Context: an optimization exercise on an open-source flow, tuned for small area. The choices shown serve that exercise and are no tape-out recipe. Function was checked by simulation only, so behaviour that the tests miss may differ from the original. No activity file was given, so power comes from the tool's default toggle rates.

==> inputs of v3 <==
## flappy_top
module flappy_top (
    input wire clk,
    input wire rst,
    input wire clr,
    input wire kb_clk,
    input wire data,
    output wire [6:0] seg,
    output wire dp,
    output wire [3:0] AN,
    output wire [11:0] rgb,
    output wire hs,
    output wire vs
);
  function [19:0] ADD;
    input [19:0] a, b;
    input ci;
    integer i;
    reg c;
    begin
      c = ci;
      for (i = 0; i < 20; i = i + 1) begin
        ADD[i] = a[i] ^ b[i] ^ c;
        c = (a[i] & b[i]) | (c & (a[i] ^ b[i]));
      end
    end
  endfunction
  function [19:0] SUB;   
    input [19:0] a, b;
    SUB = ADD(a, ~b, 1'b1);
  endfunction
  function GE;   
    input [19:0] a, b;
    integer i;
    reg c;
    begin
      c = 1'b1;
      for (i = 0; i < 20; i = i + 1) c = (a[i] & ~b[i]) | (c & (a[i] | ~b[i]));
      GE = c;
    end
  endfunction
  reg [19:0] t;
  always @(posedge clk) begin
    if (rst) t <= 20'd0;
    else t <= ADD(t, 1, 1'b0);
  end
  wire tick = (t[11:0] == 12'h7ff);
  wire kzero = (t[19:12] == 8'd0);
  wire klast = (&t[19:12]);
  wire up, down, space;
  kb_decoder kb_decoder (
      .clk(clk), .rst(rst), .kb_clk(kb_clk), .data(data),
      .up(up), .down(down), .space(space));
  wire [1:0] status;
  wire [15:0] score_d;
  wire [14:0] bird_y;
  wire bird_up, coin_on;
  wire [8:0] p1x, p1y, p2y, p3y, coin_y;
  wire [7:0] p1g, p2g, p3g;
  wire [9:0] coin_x;
  control control (
      .clk(clk), .sys_rst(rst), .rst(clr), .up(space), .pipe_up(up), .pipe_down(down),
      .tick(tick), .kzero(kzero), .klast(klast),
      .status(status), .score_d(score_d), .bird_y(bird_y), .bird_up(bird_up),
      .p1x(p1x), .p1y(p1y), .p2y(p2y), .p3y(p3y),
      .p1g(p1g), .p2g(p2g), .p3g(p3g),
      .coin_on(coin_on), .coin_y(coin_y), .coin_x(coin_x));
  display display (
      .clk(clk), .rst(rst), .t(t), .status(status), .score_d(score_d),
      .bird_y(bird_y), .bird_up(bird_up),
      .p1x(p1x), .p1y(p1y), .p2y(p2y), .p3y(p3y),
      .p1g(p1g), .p2g(p2g), .p3g(p3g),
      .coin_on(coin_on), .coin_y(coin_y), .coin_x(coin_x),
      .seg(seg), .dp(dp), .AN(AN), .rgb(rgb), .hs(hs), .vs(vs));
endmodule
export LEC_CHECK = 0
export ABC_AREA = 1
export CAP_MARGIN = 20
export CORE_MARGIN = 2
export CORE_UTILIZATION = 40
export CTS_BUF_LIST = sky130_fd_sc_hd__clkbuf_4
export GPL_TIMING_DRIVEN = 0
export SLEW_MARGIN = 20
export SYNTH_MEMORY_MAX_BITS = 131072
create_clock -name core_clock -period 100.0 [get_ports {clk}]
standard.sh (not shown) runs the stock make flow with config.mk's settings and CLKGATE_MAP_FILE= SYNTH_SCRIPT=/design/flow/synth_recipe.tcl, a recipe that flattens the netlist after the stock synthesis.
==> flow/flow/run.sh <==
#!/bin/bash
# Layout flow: the standard synthesis, then the combinational logic between
# the standard synthesis's registers is re-mapped by ABC with an area-oriented
# script (registers, their names and cell types are kept as they are), then
# the standard layout from floorplan to finish.
set -euo pipefail
W=$PWD
F=$W/flow
R=$W/orfs/results/$FLOW_PLATFORM/flappy_top/base
LIB=$FLOW_HOME/platforms/$FLOW_PLATFORM/lib/sky130_fd_sc_hd__tt_025C_1v80.lib
YOSYS=$(command -v yosys || echo /OpenROAD-flow-scripts/tools/install/yosys/bin/yosys)

bash standard.sh synth > $W/std_synth.log 2>&1
cp $R/1_2_yosys.v $W/std_1_2_yosys.v

DU=""
for c in $(cat $F/dontuse.txt); do DU="$DU -dont_use $c"; done
sed -e "s|@LIB@|$LIB|g" -e "s|@DU@|$DU|g" -e "s|@IN@|$W/std_1_2_yosys.v|g" \
    -e "s|@OUT@|$W/reopt.v|g" -e "s|@ABC@|$F/area.abc|g" $F/reopt.ys > $W/reopt.ys
nff() { grep -cE '^ *sky130_fd_sc_hd__[a-z]*df[a-z0-9_]* ' "$1" || true; }
if $YOSYS -q -l $W/reopt.log -s $W/reopt.ys > $W/reopt.out 2>&1 && [[ -s $W/reopt.v ]] && \
   ! grep -qE '^ *reg |always *@' $W/reopt.v && \
   [[ $(nff $W/reopt.v) -eq $(nff $W/std_1_2_yosys.v) && $(nff $W/reopt.v) -gt 0 ]]; then
  cp $W/reopt.v $R/1_2_yosys.v
  echo "re-mapped netlist used" > $W/reopt.status
else
  echo "re-mapping failed or not proven; standard netlist kept" > $W/reopt.status
fi
rm -f $R/1_synth.odb $R/1_synth.sdc
touch $R/1_2_yosys.v
bash standard.sh > $W/std_layout.log 2>&1
Other scripts of this flow, unchanged in this note and not shown: flow/flow/area.abc, flow/flow/dontuse.txt, flow/flow/reopt.ys
==> v34: changes against v3 <==
CTS_BUF_LIST = unset   (was sky130_fd_sc_hd__clkbuf_4)
GPL_TIMING_DRIVEN = unset   (was 0)
==> qor summary <==
quantity	v3	v34
Reg2Reg Capture Point	display.rgb[4]$_SDFF_PP0_	display.rgb[5]$_SDFF_PP0_
Most common library cell in the layout ignoring fill and taps	nand2_1	nor2_1
Part of the cycle the worst path needs	0.241	0.231
Non-clock buffering overhead in the final layout	0.0325	0.0410
Register area	0.00477 mm2	0.00476 mm2
Worst Max-Slew Pin Slew	1.24 ns	1.23 ns
Static leakage power	8.78 nW	9.10 nW
Global Route met1 Usage	0.516	0.515
Vias in the first global route	27800	28300
Launch point of the critical path	display.x[6]$_SDFF_PP1_	t[16]$_SDFF_PP0_
Count of routing violations after the opening detailed-route iteration	4381	4594
Global-route wire length before repair	185000 um	185000 um
Post-Synthesis Cells	3471	3527
Result of the run	timing/DRC/antenna clean	timing/DRC/antenna clean
Met2 wire length	53700 um	53400 um
Placed Cells incl. Taps	4299	4424
Final standard cell utilization of the core	0.453	0.459
Final Non-Filler Cells	4421	4481
Core box area	0.0575 mm2	0.0577 mm2
Non-clock buffer total of the final layout	64	134

-- what the ideal ports hide --
The flow's constraints put no driver on any port. The routed layouts listed below were extracted and timed again, unchanged, in two steps.
Step 1 sets driving cells, clkbuf_16 on the clock port and buf_2 on the other inputs (assumed; they add their load-dependent delay and slew).
Step 2, shift: input delay + t, output delay - t, t = (earliest + latest rising clock arrival at the registers) / 2. This alone moves slack from input paths to output paths.
Three values: ideal ports, drivers, drivers and shift; two values: the first two.
run	shift t [ns]	setup slack, ns	worst hold slack (ns)
v3	0.853	75.884 / 75.829 / 76.682	0.454 / 0.454 / 0.454
v34	0.638	76.947 / 76.886 / 76.903	0.440 / 0.440 / 0.440
After both steps every run listed still meets setup and hold. For v34, which loses most, drivers alone change the setup slack by -0.061 ns; drivers and shift together by -0.044 ns.
